This is an optimization exercise on Yosys and OpenROAD, whose aim is small area and a short achievable clock period, not a production implementation. The RTL was checked by simulation tests, not by an equivalence proof against the original design. The clock port is modelled as an ideal driver; clocking choices that lean on that would not hold on a real chip.

## build 90
## tpu
module tpu(
    o, d, w, clk, rst
);
    parameter arraySize = 8;
    output wire [24*arraySize-1:0] o;
    input  wire [8*arraySize-1:0] d;
    input  wire [8*arraySize-1:0] w;
    input   clk, rst;
    reg [2:0] age;
    always @(posedge clk, posedge rst)
        if (rst) age <= 3'd0;
        else if (age != 3'd7) age <= age + 3'd1;
    wire wvalid = (age == 3'd7);
    wire signed [7:0] d1 = d[7:0],   d2 = d[15:8],  d3 = d[23:16], d4 = d[31:24];
    wire signed [7:0] d5 = d[39:32], d6 = d[47:40], d7 = d[55:48], d8 = d[63:56];
    reg signed [7:0]  p1;
    reg signed [8:0]  p2;
    reg signed [9:0]  p3, p4;
    reg signed [10:0] p5, p6, p7, p8;
    always @(posedge clk, posedge rst)
        if (rst) begin
            p1 <= 8'sd0;  p2 <= 9'sd0;  p3 <= 10'sd0; p4 <= 10'sd0;
            p5 <= 11'sd0; p6 <= 11'sd0; p7 <= 11'sd0; p8 <= 11'sd0;
        end else begin
            p1 <= d1;
            p2 <= p1 + d2;
            p3 <= p2 + d3;
            p4 <= p3 + d4;
            p5 <= p4 + d5;
            p6 <= p5 + d6;
            p7 <= p6 + d7;
            p8 <= p7 + d8;
        end
    integer k;
    reg signed [10:0] x [2:8];
    always @(posedge clk) begin
        x[2] <= p8;
        for (k = 3; k <= 8; k = k + 1) x[k] <= x[k-1];
    end
    genvar i;
    generate
        for (i = 1; i <= arraySize; i = i + 1) begin : COL
            reg [7:0] wd [1:7];
            integer s;
            always @(posedge clk) begin
                wd[1] <= w[8*i-1 -: 8];
                for (s = 2; s <= 7; s = s + 1) wd[s] <= wd[s-1];
            end
            wire [7:0] wm = wvalid ? wd[7] : 8'd0;
            wire [8:0] we = {wm, 1'b0};
            reg [3:0] neg, one, two;
            integer q;
            always @(posedge clk, posedge rst)
                if (rst) begin
                    neg <= 4'd0; one <= 4'd0; two <= 4'd0;
                end else begin
                    for (q = 0; q < 4; q = q + 1) begin
                        neg[q] <= we[2*q+2];
                        one[q] <= we[2*q+1] ^ we[2*q];
                        two[q] <= (we[2*q+2] & ~we[2*q+1] & ~we[2*q]) |
                                  (~we[2*q+2] & we[2*q+1] & we[2*q]);
                    end
  ...
For scale: ~4,500 cells after synthesis, about 0.043 mm² of cells after synthesis.
clock: 6.0 ns
lec_check: 0
abc_area: 1
cap_margin: 20
core_margin: 2
core_utilization: 65
cts_buf_list: sky130_fd_sc_hd__clkbuf_16
cts_cluster_diameter: 80
cts_cluster_size: 30
place_density: 0.72
slew_margin: 20
synth_hierarchical: 1
synth_minimum_keep_size: 0
standard.sh (not shown) runs the stock make flow with config.mk's settings and CLKGATE_MAP_FILE= SYNTH_SCRIPT=/design/flow/synth_recipe.tcl, a recipe that flattens the netlist after the stock synthesis.
==> flow/flow/run.sh <==
#!/bin/bash
# The standard layout with three changes:
#  - the port buffers are the smallest buffer cell instead of the delay buffer
#    buffer_ports picks by default;
#  - after clock tree synthesis, the clock of the output registers is delayed a
#    little (flow/skew.tcl): they end the multiplier paths, the longest
#    register-to-register paths, and start only the paths to the outputs, which
#    have time to spare;
#  - the steps after clock tree synthesis repair setup timing to a margin
#    (SETUP_SLACK_MARGIN), so that resizing works on the paths the delayed
#    clock leaves critical.
set -euo pipefail
PORTBUF='BUFFER_PORTS_ARGS=-buffer_cell sky130_fd_sc_hd__buf_1'
bash standard.sh "$PORTBUF" cts > 1_standard_to_cts.log 2>&1
R=$(pwd)/orfs/results/$FLOW_PLATFORM/tpu/base
IN_ODB=$R/4_cts.odb OUT_ODB=$R/4_cts_skew.odb SDC=$R/4_cts.sdc \
  DLY_CELL=sky130_fd_sc_hd__clkdlybuf4s15_1 BUF_CELL=sky130_fd_sc_hd__clkbuf_8 CHUNK=6 \
  openroad -no_init -exit flow/skew.tcl > 2_skew.log 2>&1
cp $R/4_cts_skew.odb $R/4_cts.odb
bash standard.sh "$PORTBUF" SETUP_SLACK_MARGIN=3.0 finish > 3_standard_finish.log 2>&1
==> flow/flow/skew.tcl <==
# Delays the clock of the output registers (COL[*].oreg[*]): they capture the
# multiplier, the design's longest register-to-register path, and launch only
# to the outputs, which have time to spare. Each column's output registers get
# one delay cell, fed from the leaf clock net most of them are on, driving one
# clock buffer per group of at most CHUNK nearby registers.
# env: IN_ODB OUT_ODB SDC DLY_CELL BUF_CELL CHUNK
set plat $::env(FLOW_HOME)/platforms/$::env(FLOW_PLATFORM)
read_lib $plat/lib/sky130_fd_sc_hd__tt_025C_1v80.lib
read_db $::env(IN_ODB)
read_sdc $::env(SDC)
source $plat/setRC.tcl
set_propagated_clock [all_clocks]
estimate_parasitics -placement
puts "before:"
report_worst_slack -max
report_worst_slack -min

set db [ord::get_db]
set block [ord::get_db_block]
set dly_m [$db findMaster $::env(DLY_CELL)]
set buf_m [$db findMaster $::env(BUF_CELL)]
array set groups {}
foreach inst [$block getInsts] {
  set n [$inst getName]
  if {![string match {COL*oreg*} $n]} continue
  if {![regexp {COL[^0-9]*([0-9]+)} $n -> col]} { error "no column in $n" }
  lappend groups($col) $inst
}
proc centroid { regs } {
  set sx 0; set sy 0
  foreach r $regs { set loc [$r getLocation]; incr sx [lindex $loc 0]; incr sy [lindex $loc 1] }
  return [list [expr {$sx / [llength $regs]}] [expr {$sy / [llength $regs]}]]
}
set k 0
set nb 0
foreach grp [lsort [array names groups]] {
  set regs $groups($grp)
  # source: the leaf clock net that most of the column's registers are on
  array unset votes
  foreach r $regs { set nn [[[$r findITerm CLK] getNet] getName]; if {[info exists votes($nn)]} {incr votes($nn)} else {set votes($nn) 1} }
  set best ""; set bv 0
  foreach nn [array names votes] { if {$votes($nn) > $bv} { set bv $votes($nn); set best $nn } }
  set net [$block findNet $best]
  # one delay cell per column
  set dly [odb::dbInst_create $block $dly_m "oskew_dly_$k"]
  set n1 [odb::dbNet_create $block "oskew_n1_$k"]
  $n1 setSigType CLOCK
  [$dly findITerm A] connect $net
  [$dly findITerm X] connect $n1
  set c [centroid $regs]
  $dly setLocation [lindex $c 0] [lindex $c 1]
  $dly setPlacementStatus PLACED
  # the column's registers split along their longer spread into chunks, one
  # clock buffer each
  set xs {}; set ys {}
  foreach r $regs { set l [$r getLocation]; lappend xs [lindex $l 0]; lappend ys [lindex $l 1] }
  set xs [lsort -integer $xs]; set ys [lsort -integer $ys]
  set axis [expr {([lindex $xs end] - [lindex $xs 0]) > ([lindex $ys end] - [lindex $ys 0]) ? 0 : 1}]
  set keyed {}
  foreach r $regs { lappend keyed [list [lindex [$r getLocation] $axis] $r] }
  set sorted {}
  foreach p [lsort -integer -index 0 $keyed] { lappend sorted [lindex $p 1] }
  set nchunks [expr {([llength $sorted] + $::env(CHUNK) - 1) / $::env(CHUNK)}]
  set per [expr {([llength $sorted] + $nchunks - 1) / $nchunks}]
  for {set i 0} {$i < [llength $sorted]} {incr i $per} {
    set chunk [lrange $sorted $i [expr {$i + $per - 1}]]
    set buf [odb::dbInst_create $block $buf_m "oskew_buf_$nb"]
    set n2 [odb::dbNet_create $block "oskew_n2_$nb"]
    $n2 setSigType CLOCK
    [$buf findITerm A] connect $n1
    [$buf findITerm X] connect $n2
    foreach r $chunk { set ck [$r findITerm CLK]; $ck disconnect; $ck connect $n2 }
    set c [centroid $chunk]
    $buf setLocation [lindex $c 0] [lindex $c 1]
    $buf setPlacementStatus PLACED
    incr nb
  }
  puts "column $grp: [llength $regs] registers from $best, $nchunks buffers"
  incr k
}
puts "inserted $k delay cells and $nb buffers"
global_connect
detailed_placement
check_placement -verbose
estimate_parasitics -placement
puts "after:"
report_worst_slack -max
report_worst_slack -min
report_checks -from [all_registers] -to [all_registers] -format end -group_path_count 2
report_checks -to [all_outputs] -format end -group_path_count 2
report_checks -path_delay min -format end -group_path_count 5
set worst 0
foreach inst [$block getInsts] {
  if {![string match {COL*oreg*} [$inst getName]]} continue
  set pin [get_pins -of_objects [get_cells [$inst getName]] -filter "name == CLK"]
  foreach s [list [get_property $pin slew_max_rise] [get_property $pin slew_max_fall]] {
    if {$s > $worst} { set worst $s }
  }
}
puts "worst output-register clock slew: $worst"
write_db $::env(OUT_ODB)
Relative to build 90, the following input files were edited for build 44:
Settings: CTS_CLUSTER_DIAMETER: 80 -> 60; CTS_BUF_LIST: sky130_fd_sc_hd__clkbuf_16 -> sky130_fd_sc_hd__clkbuf_4 sky130_fd_sc_hd__clkbuf_8; CTS_CLUSTER_SIZE: 30 -> 18.
diff --git a/flow/flow/run.sh b/flow/flow/run.sh
--- a/flow/flow/run.sh
+++ b/flow/flow/run.sh
@@ -16,5 +16,5 @@
 IN_ODB=$R/4_cts.odb OUT_ODB=$R/4_cts_skew.odb SDC=$R/4_cts.sdc \
-  DLY_CELL=sky130_fd_sc_hd__clkdlybuf4s15_1 BUF_CELL=sky130_fd_sc_hd__clkbuf_8 CHUNK=6 \
+  DLY_CELL=sky130_fd_sc_hd__clkdlybuf4s15_1 BUF_CELL=sky130_fd_sc_hd__clkbuf_8 CHUNK=8 \
   openroad -no_init -exit flow/skew.tcl > 2_skew.log 2>&1
 cp $R/4_cts_skew.odb $R/4_cts.odb
-bash standard.sh "$PORTBUF" SETUP_SLACK_MARGIN=3.0 finish > 3_standard_finish.log 2>&1
+bash standard.sh "$PORTBUF" SETUP_SLACK_MARGIN=2.9 finish > 3_standard_finish.log 2>&1
## What came out
met3 routing resource usage after global routing ends up lower on build 90. Build 44 vs. build 90: sequential cell count now sits at about the same level. Comparing the two runs side by side, build 44 comes out behind build 90 on clock period minus worst slack. Setup slack in build 44 is smaller than in build 90. Between build 90 and build 44, the total vias in the final route does not differ in any meaningful way. Compared with build 90, build 44 ends up with less cell area. Sort build 90 and build 44 by non-clock buffer count in the final layout, ascending, and build 44 comes first. In the metrics for build 90 and build 44, the one carrying the lower relative max-transition margin is build 44. Build 44 vs build 90: wire length after detailed routing down in build 44. Number of nets in the finished design: build 44 vs build 90 — no meaningful difference.
Modified inputs, build 19 compared to build 44
Settings: changing CORE_UTILIZATION from 65 to 60; changing PLACE_DENSITY from 0.72 to 0.7.
diff --git a/flow/flow/run.sh b/flow/flow/run.sh
--- a/flow/flow/run.sh
+++ b/flow/flow/run.sh
@@ -16,5 +16,5 @@
 IN_ODB=$R/4_cts.odb OUT_ODB=$R/4_cts_skew.odb SDC=$R/4_cts.sdc \
-  DLY_CELL=sky130_fd_sc_hd__clkdlybuf4s15_1 BUF_CELL=sky130_fd_sc_hd__clkbuf_8 CHUNK=8 \
+  DLY_CELL=sky130_fd_sc_hd__clkdlybuf4s15_1 BUF_CELL=sky130_fd_sc_hd__clkbuf_8 CHUNK=6 \
   openroad -no_init -exit flow/skew.tcl > 2_skew.log 2>&1
 cp $R/4_cts_skew.odb $R/4_cts.odb
-bash standard.sh "$PORTBUF" SETUP_SLACK_MARGIN=2.9 finish > 3_standard_finish.log 2>&1
+bash standard.sh "$PORTBUF" SETUP_SLACK_MARGIN=3.0 finish > 3_standard_finish.log 2>&1
### Flow results
- Build 19 closes out successfully: all stages finished, all timing, DRC and antenna checks passed.
- Build 44 completed end to end with timing, DRC and antenna clean.
- Build 19 vs. build 44: number of fill cells in the layout +758, via count -538, filler-free cell count of the finished design +97.
The inputs of build 4 differ from those of build 19 as listed below.
Settings: a change of PLACE_DENSITY from 0.7 to 0.75; a change of CORE_UTILIZATION from 60 to 70.
diff --git a/flow/flow/run.sh b/flow/flow/run.sh
--- a/flow/flow/run.sh
+++ b/flow/flow/run.sh
@@ -1,3 +1,3 @@
 #!/bin/bash
-# The standard layout with three changes:
+# The standard layout with two changes:
 #  - the port buffers are the smallest buffer cell instead of the delay buffer
@@ -7,6 +7,3 @@
 #    register-to-register paths, and start only the paths to the outputs, which
-#    have time to spare;
-#  - the steps after clock tree synthesis repair setup timing to a margin
-#    (SETUP_SLACK_MARGIN), so that resizing works on the paths the delayed
-#    clock leaves critical.
+#    have time to spare.
 set -euo pipefail
Results
- Build 4: full flow OK, the timing, DRC and antenna checks passed
- Compared with build 19, build 4 shows clock-buffer cell count that has gone down by a few percent.
- | area of combinational cells with multiple inputs | lower: build 19 |
- There was hardly any difference in finished layout cell area between build 19 and build 4.
- Count of placed standard cells in the final layout, fillers left out for build 4: 167 down relative to build 19
- Compared with build 19, in build 4 number of ordinary and repair buffers in the finished layout dropped about 0.46%, number of global-route vias before repair did not really move, maximum frequency fell by about 0.5%.
For build 81, these inputs were changed with respect to build 4:
Settings: CORE_UTILIZATION: 70 -> 60; PLACE_DENSITY: 0.75 -> 0.7.
==> comparison <==
From build 4 to build 81 the numbers moved as follows: layout filler cell count went up about 40%, total number of vias went down 2.8%. Diff build 4 -> build 81 | met1 global-route usage | decrease of 4.3 points.

## re-timing with driven ports
In the flow no input, the clock included, has a driving cell. The finished layouts below were timed again as built, in two steps.
Step 1 sets driving cells, clkbuf_16 on the clock port and buf_2 on the other inputs (assumed; they add their load-dependent delay and slew).
Step 2, shift: input delay + t, output delay - t, t = (earliest + latest rising clock arrival at the registers) / 2. This alone moves slack from input paths to output paths.
Slacks: ideal ports / drivers / drivers and shift; pairs: ideal ports / drivers.
run | shift t [ns] | setup WS [ns] | latest minus earliest clock arrival (ns)
build 90 | 0.967 | 2.951 / 2.884 / 3.090 | 0.660 / 0.659
build 44 | 1.016 | 2.941 / 2.875 / 2.966 | 0.620 / 0.620
build 19 | 1.036 | 2.891 / 2.827 / 2.710 | 0.691 / 0.691
build 4 | 1.061 | 2.874 / 2.810 / 2.659 | 0.673 / 0.674
build 81 | 1.036 | 2.891 / 2.827 / 2.710 | 0.691 / 0.691
Clock arrivals are far apart in every run listed, so t is only a midpoint there and step 2 fits no single register. For build 4, which loses most, drivers alone change the setup slack by -0.064 ns; drivers and shift together by -0.215 ns. The worst setup slack also covers recovery checks on asynchronous resets.
